What follows belongs to an exercise in optimizing a design on an open flow for small area; a production flow would make more cautious choices.
At most, simulation tests tie the RTL to the original design; equivalence was not proved.
No driver is modelled on the clock port, so clocking that relies on it looks cheaper here than on a real chip.
Power figures rest on the tool's default switching activity, not on a simulated workload.

==> flow/design.v (excerpt) <==
module calc2_top ( out_data1, out_data2, out_data3, out_data4, out_resp1, out_resp2, out_resp3, out_resp4, out_tag1, out_tag2, out_tag3, out_tag4, c_clk, req1_cmd_in, req1_data_in, req1_tag_in, req2_cmd_in, req2_data_in, req2_tag_in, req3_cmd_in, req3_data_in, req3_tag_in, req4_cmd_in, req4_data_in, req4_tag_in, reset);
   output [0:31] out_data1, out_data2, out_data3, out_data4;
   output [0:1]  out_resp1, out_resp2, out_resp3, out_resp4, out_tag1, out_tag2, out_tag3, out_tag4;
   input         c_clk, reset;
   input [0:3]   req1_cmd_in, req2_cmd_in, req3_cmd_in, req4_cmd_in;
   input [0:1]   req1_tag_in, req2_tag_in, req3_tag_in, req4_tag_in;
   input [0:31]  req1_data_in, req2_data_in, req3_data_in, req4_data_in;
   wire [3:0] q_add, q_sh;
   reg  [4:0] ta, ts;
   wire [2:0] na = q_add[0] + q_add[1] + q_add[2] + q_add[3];
   wire [2:0] ns = q_sh[0] + q_sh[1] + q_sh[2] + q_sh[3];
   wire [4:0] ta_n = ta + na - 5'd1;
   wire [4:0] ts_n = ts + ns - 5'd1;
   always @(posedge c_clk) begin
      if (reset) begin
         ta <= 5'd3;
         ts <= 5'd3;
      end else begin
         if (ta != 5'd3 || na != 3'd0) ta <= ta_n;
         if (ts != 5'd3 || ns != 3'd0) ts <= ts_n;
      end
   end
   wire [4:0] ta1 = ta;
   wire [4:0] ta2 = ta1 + q_add[0];
   wire [4:0] ta3 = ta2 + q_add[1];
   wire [4:0] ta4 = ta3 + q_add[2];
   wire [4:0] ts1 = ts;
   wire [4:0] ts2 = ts1 + q_sh[0];
   wire [4:0] ts3 = ts2 + q_sh[1];
   wire [4:0] ts4 = ts3 + q_sh[2];
   calc2_pair p12 (.clk(c_clk), .reset(reset),
                   .f_cmd_in(req1_cmd_in), .f_data_in(req1_data_in), .f_tag_in(req1_tag_in),
                   .s_cmd_in(req2_cmd_in), .s_data_in(req2_data_in), .s_tag_in(req2_tag_in),
                   .f_q_add(q_add[0]), .f_q_sh(q_sh[0]), .s_q_add(q_add[1]), .s_q_sh(q_sh[1]),
                   .f_t_add(ta1), .f_t_sh(ts1), .s_t_add(ta2), .s_t_sh(ts2),
                   .f_resp(out_resp1), .s_resp(out_resp2), .f_data(out_data1), .s_data(out_data2),
                   .f_tag(out_tag1), .s_tag(out_tag2));
   calc2_pair p34 (.clk(c_clk), .reset(reset),
  ...
For scale: ~940 flip-flops, ~44000 µm² of cells after synthesis.
clock: 7.0 ns
lec_check: 0
cap_margin: 20
core_margin: 2
core_utilization: 40
slew_margin: 20
standard.sh (not shown) runs the stock make flow with config.mk's settings and CLKGATE_MAP_FILE= SYNTH_SCRIPT=/design/flow/synth_recipe.tcl, a recipe that flattens the netlist after the stock synthesis.
==> flow/flow/run.sh <==
#!/bin/bash
# Layout flow: the standard flow (standard.sh, with the standard synthesis unchanged),
# with two changes: ports get plain buf_1 buffers, and the clock tree is built from larger
# sink clusters without dummy loads. make's output goes to flow_make.log; each step's own
# log is under orfs/logs/.
set -euo pipefail
export BUFFER_PORTS_ARGS="-buffer_cell sky130_fd_sc_hd__buf_1"
export CTS_ARGS="-sink_clustering_enable -repair_clock_nets -dont_use_dummy_load -sink_clustering_size 24 -sink_clustering_max_diameter 100"
bash standard.sh > flow_make.log 2>&1
Rerun with:
--- a/flow/flow/run.sh
+++ b/flow/flow/run.sh
@@ -8 +8 @@
-export CTS_ARGS="-sink_clustering_enable -repair_clock_nets -dont_use_dummy_load -sink_clustering_size 24 -sink_clustering_max_diameter 100"
+export CTS_ARGS="-sink_clustering_enable -repair_clock_nets -dont_use_dummy_load -sink_clustering_size 30 -sink_clustering_max_diameter 80"
--- a/flow/config.mk
+++ b/flow/config.mk
@@ -10 +10 @@
-export CORE_UTILIZATION = 40
+export CORE_UTILIZATION = 65
=>
- setup slack loses 0.13 ns
- worst hold slack gains 0.080 ns
- non-clock buffer count stays the same
Rerun with:
--- a/flow/flow/run.sh
+++ b/flow/flow/run.sh
@@ -8 +8 @@
-export CTS_ARGS="-sink_clustering_enable -repair_clock_nets -dont_use_dummy_load -sink_clustering_size 30 -sink_clustering_max_diameter 80"
+export CTS_ARGS="-sink_clustering_enable -repair_clock_nets -dont_use_dummy_load -sink_clustering_size 24 -sink_clustering_max_diameter 100"
First-iteration DRC count shrinks by 1.3%; global-route usage is about the same; wire length barely changes; non-clock buffer count grows by 1; cell count is about the same; power grows by 0.91%; register-to-register slack is better by 0.04 ns.


Another version of the RTL of calc2_top (not shown whole).
For scale: ~4100 cells after synthesis, about 940 flip-flops, ~0.045 mm² of cells after synthesis.
clock: 7.0 ns
lec_check: 0
cap_margin: 20
core_margin: 2
core_utilization: 40
cts_buf_list: sky130_fd_sc_hd__clkbuf_4 sky130_fd_sc_hd__clkbuf_8
slew_margin: 20
run.sh (not shown) runs the stock make flow with config.mk's settings and CLKGATE_MAP_FILE= SYNTH_SCRIPT=/design/flow/synth_recipe.tcl, a recipe that flattens the netlist after the stock synthesis.
Stock flow here: none of the scripts above is used.
The starting point passed the timing, DRC and antenna checks.
Next try:
- CTS_BUF_LIST: sky130_fd_sc_hd__clkbuf_4 sky130_fd_sc_hd__clkbuf_8 -> unset
The new run completed with no timing, DRC or antenna violations.
Non-clock buffer count does not change.
Fmax is about the same.
Sequential cell count stays the same.
Worst hold slack is better by 22 ps.
Register-to-register slack stays flat.
Global-route usage fell by 0.20 points.
Clock power rose by about 4%.
Next try:
- CORE_UTILIZATION: 40 -> 65
Result:
- first-iteration DRC count increases by 24%
- fmax decreases by 3.4%
- sequential power hardly moves
- clock-buffer cell count decreases by 23
- sequential cell count does not change
- setup slack got worse by 200 ps
- via count increases by 2.0%
Next try:
==> flow/flow/run.sh (new file) <==
#!/bin/bash
set -euo pipefail
export BUFFER_PORTS_ARGS="-buffer_cell sky130_fd_sc_hd__buf_1"
export CTS_ARGS="-sink_clustering_enable -repair_clock_nets -dont_use_dummy_load -buf_list {sky130_fd_sc_hd__clkbuf_4 sky130_fd_sc_hd__clkbuf_8}"
bash standard.sh > flow_make.log 2>&1
==> flow/standard.sh (new file) <==
#!/bin/bash
# synth_recipe.tcl (not shown) runs the flow's synth.tcl, then flattens the netlist and writes it again
# the make line also repeats each setting of config.mk as NAME=value (left out here)
make -C /OpenROAD-flow-scripts/flow DESIGN_CONFIG=/design/flow/config.mk WORK_HOME=/design/flow/orfs CLKGATE_MAP_FILE= SYNTH_SCRIPT=/design/flow/synth_recipe.tcl "${@:-finish}"
- CORE_UTILIZATION: 65 -> 40
removed: flow/run.sh
=>
- via count falls by 2.0%
- clock power fell by 19%
- power drops by 8.8%
- first-iteration DRC count went down by 19%
- non-clock buffer count goes down by 6
No run of this note included a check of the RTL's function; only the layout flow was run.


Another version of the RTL of calc2_top (not shown whole).
Size in the first run: roughly 930 flip-flops, roughly 300 I/O pins.
export LEC_CHECK = 0
export CAP_MARGIN = 20
export CORE_MARGIN = 2
export CORE_UTILIZATION = 65
export SLEW_MARGIN = 20
create_clock -name core_clock -period 7.0 [get_ports {c_clk}]
standard.sh (not shown) runs the stock make flow with config.mk's settings and CLKGATE_MAP_FILE= SYNTH_SCRIPT=/design/flow/synth_recipe.tcl, a recipe that flattens the netlist after the stock synthesis.
==> flow/flow/run.sh <==
#!/bin/bash
# Layout flow: the standard flow (standard.sh, with the standard synthesis unchanged),
# with two changes: ports get plain buf_1 buffers, and the clock tree is built from larger
# sink clusters without dummy loads. make's output goes to flow_make.log; each step's own
# log is under orfs/logs/.
set -euo pipefail
export BUFFER_PORTS_ARGS="-buffer_cell sky130_fd_sc_hd__buf_1"
export CTS_ARGS="-sink_clustering_enable -repair_clock_nets -dont_use_dummy_load -sink_clustering_size 20 -sink_clustering_max_diameter 50 -buf_list {sky130_fd_sc_hd__clkbuf_8 sky130_fd_sc_hd__clkbuf_16}"
bash standard.sh > flow_make.log 2>&1
The starting point passed the timing, DRC and antenna checks.
Next try:
--- a/flow/flow/run.sh
+++ b/flow/flow/run.sh
@@ -6,4 +6,4 @@
 set -euo pipefail
 export BUFFER_PORTS_ARGS="-buffer_cell sky130_fd_sc_hd__buf_1"
-export CTS_ARGS="-sink_clustering_enable -repair_clock_nets -dont_use_dummy_load -sink_clustering_size 20 -sink_clustering_max_diameter 50 -buf_list {sky130_fd_sc_hd__clkbuf_8 sky130_fd_sc_hd__clkbuf_16}"
+export CTS_ARGS="-sink_clustering_enable -repair_clock_nets -dont_use_dummy_load -sink_clustering_size 30 -sink_clustering_max_diameter 80"
 bash standard.sh > flow_make.log 2>&1
Effect:
- final area falls slightly
- worst setup slack gains 0.018 ns
- global-route usage falls by 1.1 points
- worst hold slack hardly moves
- non-clock buffer count falls by 1
- clock skew falls by 0.029 ns
- die area is unchanged
Next try:
--- a/flow/flow/run.sh
+++ b/flow/flow/run.sh
@@ -6,4 +6,4 @@
 set -euo pipefail
 export BUFFER_PORTS_ARGS="-buffer_cell sky130_fd_sc_hd__buf_1"
-export CTS_ARGS="-sink_clustering_enable -repair_clock_nets -dont_use_dummy_load -sink_clustering_size 30 -sink_clustering_max_diameter 80"
+export CTS_ARGS="-sink_clustering_enable -repair_clock_nets -dont_use_dummy_load -sink_clustering_size 36 -sink_clustering_max_diameter 60"
 bash standard.sh > flow_make.log 2>&1
Effect:
- routed wire length is about the same
- worst hold slack gets worse by 0.029 ns
- setup slack gets worse by 0.0055 ns
Next try:
==> flow/flow/run.sh (replaced) <==
#!/bin/bash
# Layout flow: the standard flow (standard.sh, with the standard synthesis unchanged),
# with three changes: ports get plain buf_1 buffers; the clock tree is built from larger
# sink clusters without dummy loads; after clock tree synthesis, cells on paths with slack
# to spare are downsized (flow/post_cts.tcl). make's output goes to flow_make.log; each
# step's own log is under orfs/logs/.
set -euo pipefail
export BUFFER_PORTS_ARGS="-buffer_cell sky130_fd_sc_hd__buf_1"
export CTS_ARGS="-sink_clustering_enable -repair_clock_nets -dont_use_dummy_load -sink_clustering_size 30 -sink_clustering_max_diameter 80"
export POST_CTS_TCL="$(pwd)/flow/post_cts.tcl"
bash standard.sh > flow_make.log 2>&1
==> flow/flow/post_cts.tcl (new file) <==
# After clock tree synthesis: give back area on paths with slack to spare (smaller
# drive strengths), then fix any slew or capacitance this leaves, and legalize.
estimate_parasitics -placement
repair_timing -recover_power 100 -setup_margin 0.3 -verbose
repair_design -slew_margin $::env(SLEW_MARGIN) -cap_margin $::env(CAP_MARGIN) -verbose
detailed_placement
check_placement -verbose
=> Synthesized cell count does not change. First-iteration DRC count grows by 1.0%. Maximum frequency shrinks by about 4.6%. Cell count increases by 0.38%. Routed wire length went up by about 1.5%. Via count rises by 0.54%. Clock power decreases by 7.9%.
Next try:
==> flow/flow/run.sh (replaced) <==
#!/bin/bash
# Layout flow: the standard flow (standard.sh, with the standard synthesis unchanged),
# with two changes: ports get plain buf_1 buffers, and the clock tree is built from larger
# sink clusters without dummy loads. make's output goes to flow_make.log; each step's own
# log is under orfs/logs/.
set -euo pipefail
export BUFFER_PORTS_ARGS="-buffer_cell sky130_fd_sc_hd__buf_1"
export CTS_ARGS="-sink_clustering_enable -repair_clock_nets -dont_use_dummy_load -sink_clustering_size 30 -sink_clustering_max_diameter 80"
bash standard.sh > flow_make.log 2>&1
- GPL_TIMING_DRIVEN: default -> 0
removed: flow/flow/post_cts.tcl
After rerunning: Maximum frequency came out lower by 6.3%. Hold slack improves by 0.030 ns. Total power increases by 2.0%. Clock-buffer cell count increases by 1. Non-clock buffer count rose by 131.


== gamma ==
calc2_top, a different RTL version from the one above (not shown whole).
For scale: ~850 flip-flops, roughly 300 I/O pins, roughly 41000 µm² of cells after synthesis.
Settings: LEC_CHECK=0, CAP_MARGIN=5, CORE_MARGIN=2, CORE_UTILIZATION=65, SLEW_MARGIN=5; clock period 7.0 ns.
==> flow/flow/run.sh <==
#!/bin/bash
# Layout flow: the standard flow (standard.sh, with the standard synthesis unchanged),
# with two changes: ports get plain buf_1 buffers, and the clock tree is built from larger
# sink clusters without dummy loads. make's output goes to flow_make.log; each step's own
# log is under orfs/logs/.
set -euo pipefail
export BUFFER_PORTS_ARGS="-buffer_cell sky130_fd_sc_hd__buf_1"
export CTS_ARGS="-sink_clustering_enable -repair_clock_nets -dont_use_dummy_load -sink_clustering_size 30 -sink_clustering_max_diameter 80"
bash standard.sh > flow_make.log 2>&1
diff inputs: gamma => alpha
# gamma
export LEC_CHECK = 0
export CAP_MARGIN = 5
export CORE_MARGIN = 2
export CORE_UTILIZATION = 65
export SLEW_MARGIN = 5
create_clock -name core_clock -period 7.0 [get_ports {c_clk}]
# alpha
export LEC_CHECK = 0
export CAP_MARGIN = 0
export CORE_MARGIN = 2
export CORE_UTILIZATION = 65
export SLEW_MARGIN = 0
create_clock -name core_clock -period 7.0 [get_ports {c_clk}]
==> notes.md <==
- End-of-flow core utilization: gamma vs alpha — no meaningful difference
- Total length of routed met3 wires, gamma and alpha: lower on gamma
- Between gamma and alpha, the difference in average wire length per cell after detail routing is negligible.
- As far as total power after layout is concerned, alpha and gamma perform about the same.
- For final area, alpha and gamma come out practically identical.
- ~same leakage power in gamma and alpha
- Diff gamma..alpha | final cell count without fillers | negligible
- From gamma to alpha the numbers moved as follows: worst setup slack moved down; final critical delay including setup and external delays has increased; overall routed net length held.
- gamma and alpha ended up with roughly the same worst endpoint required time.


calc2_top with an RTL version that a note above also has.
For scale: ~4100 cells after synthesis, ~300 I/O pins, ~0.045 mm² of cells after synthesis.
export LEC_CHECK = 0
export CAP_MARGIN = 20
export CORE_MARGIN = 2
export CORE_UTILIZATION = 40
export SLEW_MARGIN = 20
create_clock -name core_clock -period 7.0 [get_ports {c_clk}]
==> flow/flow/run.sh <==
#!/bin/bash
set -euo pipefail
export BUFFER_PORTS_ARGS="-buffer_cell sky130_fd_sc_hd__buf_1"
export CTS_ARGS="-sink_clustering_enable -repair_clock_nets -dont_use_dummy_load -sink_clustering_size 30 -sink_clustering_max_diameter 120"
bash standard.sh > flow_make.log 2>&1
The baseline completed with no timing, DRC or antenna violations.
Then changed:
==> flow/flow/run.sh (replaced) <==
#!/bin/bash
# Own layout flow: the standard flow (standard.sh, standard synthesis unchanged), with
# plain buf_1 port buffers and a clock tree built without dummy loads.
set -euo pipefail
export BUFFER_PORTS_ARGS="-buffer_cell sky130_fd_sc_hd__buf_1"
export CTS_ARGS="-sink_clustering_enable -repair_clock_nets -dont_use_dummy_load"
bash standard.sh > flow_make.log 2>&1
Outcome: Final area went up by 2.9%. Hold slack loses 8.0 ps. Core utilization grows by 1.3 points. Worst setup slack barely changes. Via count grows by 0.84%.
Function was not checked in any run of this note: the RTL went through the layout flow alone.


Setup of old:
Another version of the RTL of calc2_top (not shown whole).
For scale: roughly 940 flip-flops, about 45000 µm² of cells after synthesis.
Settings: LEC_CHECK=0, CAP_MARGIN=20, CORE_MARGIN=2, CORE_UTILIZATION=40, SLEW_MARGIN=20; clock period 7.0 ns.
==> flow/flow/run.sh <==
#!/bin/bash
set -euo pipefail
export BUFFER_PORTS_ARGS="-buffer_cell sky130_fd_sc_hd__buf_1"
export CTS_ARGS="-sink_clustering_enable -repair_clock_nets -dont_use_dummy_load -sink_clustering_size 24 -sink_clustering_max_diameter 100"
bash standard.sh > flow_make.log 2>&1
Here is what was changed in the inputs of new compared with old.
--- a/flow/flow/run.sh
+++ b/flow/flow/run.sh
@@ -3,3 +3,4 @@
 export BUFFER_PORTS_ARGS="-buffer_cell sky130_fd_sc_hd__buf_1"
 export CTS_ARGS="-sink_clustering_enable -repair_clock_nets -dont_use_dummy_load -sink_clustering_size 24 -sink_clustering_max_diameter 100"
+export RECOVER_POWER=100
 bash standard.sh > flow_make.log 2>&1
## What came out
Every stage of new finished as expected; the final checks, on the other hand, flagged max-capacitance violations, max-slew violations, which means the layout fails. From old to new the numbers moved as follows: number of cells on the critical path moved up; worst-case setup slack after placement level; design area now sits lower; max-capacitance violation count has increased; arrival time at the worst endpoint went up 100 ps. Worst setup margin, new and old: lower on new. Normalized max-slew margin: new worse than old. On clock share of power, old tracks new almost exactly. new vs old: shortest clock period the worst path allows after layout up. Compare new and old | fill cell instance count of the final layout lower: old. Between old and new, the number of vias per cell does not differ in any meaningful way.
Function was not checked in any run of this note: the RTL went through the layout flow alone.

afterwards: timing with drivers on the ports:
The results above use ideal ports. As a check the final layouts listed here were re-extracted and re-timed, cells and wires unchanged.
Step 1 sets driving cells, clkbuf_16 on the clock port and buf_2 on the other inputs (assumed; they add their load-dependent delay and slew).
Step 2, shift: input delay + t, output delay - t, t = (earliest + latest rising clock arrival at the registers) / 2. This alone moves slack from input paths to output paths.
Slacks: ideal ports / drivers / drivers and shift; pairs: ideal ports / drivers.
run	shift t [ns]	setup slack, ns	worst register clock-pin slew, ns
the first run of note 1	0.697	0.991 / 0.991 / 0.970	0.10 / 0.10
the second run of note 1	0.674	0.858 / 0.858 / 0.858	0.11 / 0.11
the third run of note 1	0.671	0.896 / 0.896 / 0.896	0.10 / 0.10
the first run of note 2	0.892	1.276 / 1.276 / 0.559	0.08 / 0.08
the second run of note 2	0.746	1.267 / 1.267 / 0.635	0.07 / 0.07
the third run of note 2	0.720	1.067 / 1.113 / 0.393	0.07 / 0.07
the fourth run of note 2	0.863	1.296 / 1.296 / 1.209	0.06 / 0.06
the first run of note 3	0.675	0.915 / 0.915 / 0.915	0.09 / 0.09
the second run of note 3	0.654	0.933 / 0.933 / 0.933	0.11 / 0.11
the third run of note 3	0.670	0.927 / 0.927 / 0.927	0.11 / 0.11
the fourth run of note 3	0.653	0.635 / 0.635 / 0.635	0.12 / 0.12
the fifth run of note 3	0.655	0.206 / 0.206 / -0.189	0.11 / 0.11
gamma	0.641	1.183 / 1.187 / 0.588	0.11 / 0.11
alpha	0.643	1.112 / 1.132 / 0.516	0.11 / 0.11
the first run of note 5	0.683	1.349 / 1.349 / 1.259	0.12 / 0.12
the second run of note 5	0.712	1.348 / 1.348 / 1.204	0.07 / 0.07
old	0.698	0.807 / 0.807 / 0.807	0.10 / 0.10
new	0.699	0.676 / 0.676 / 0.676	0.10 / 0.10
Met with ideal ports but missed after step 2: setup timing in the fifth run of note 3. The setup slack of the first run of note 2, which loses most, moves by 0.000 ns with the drivers and by -0.717 ns with both steps.
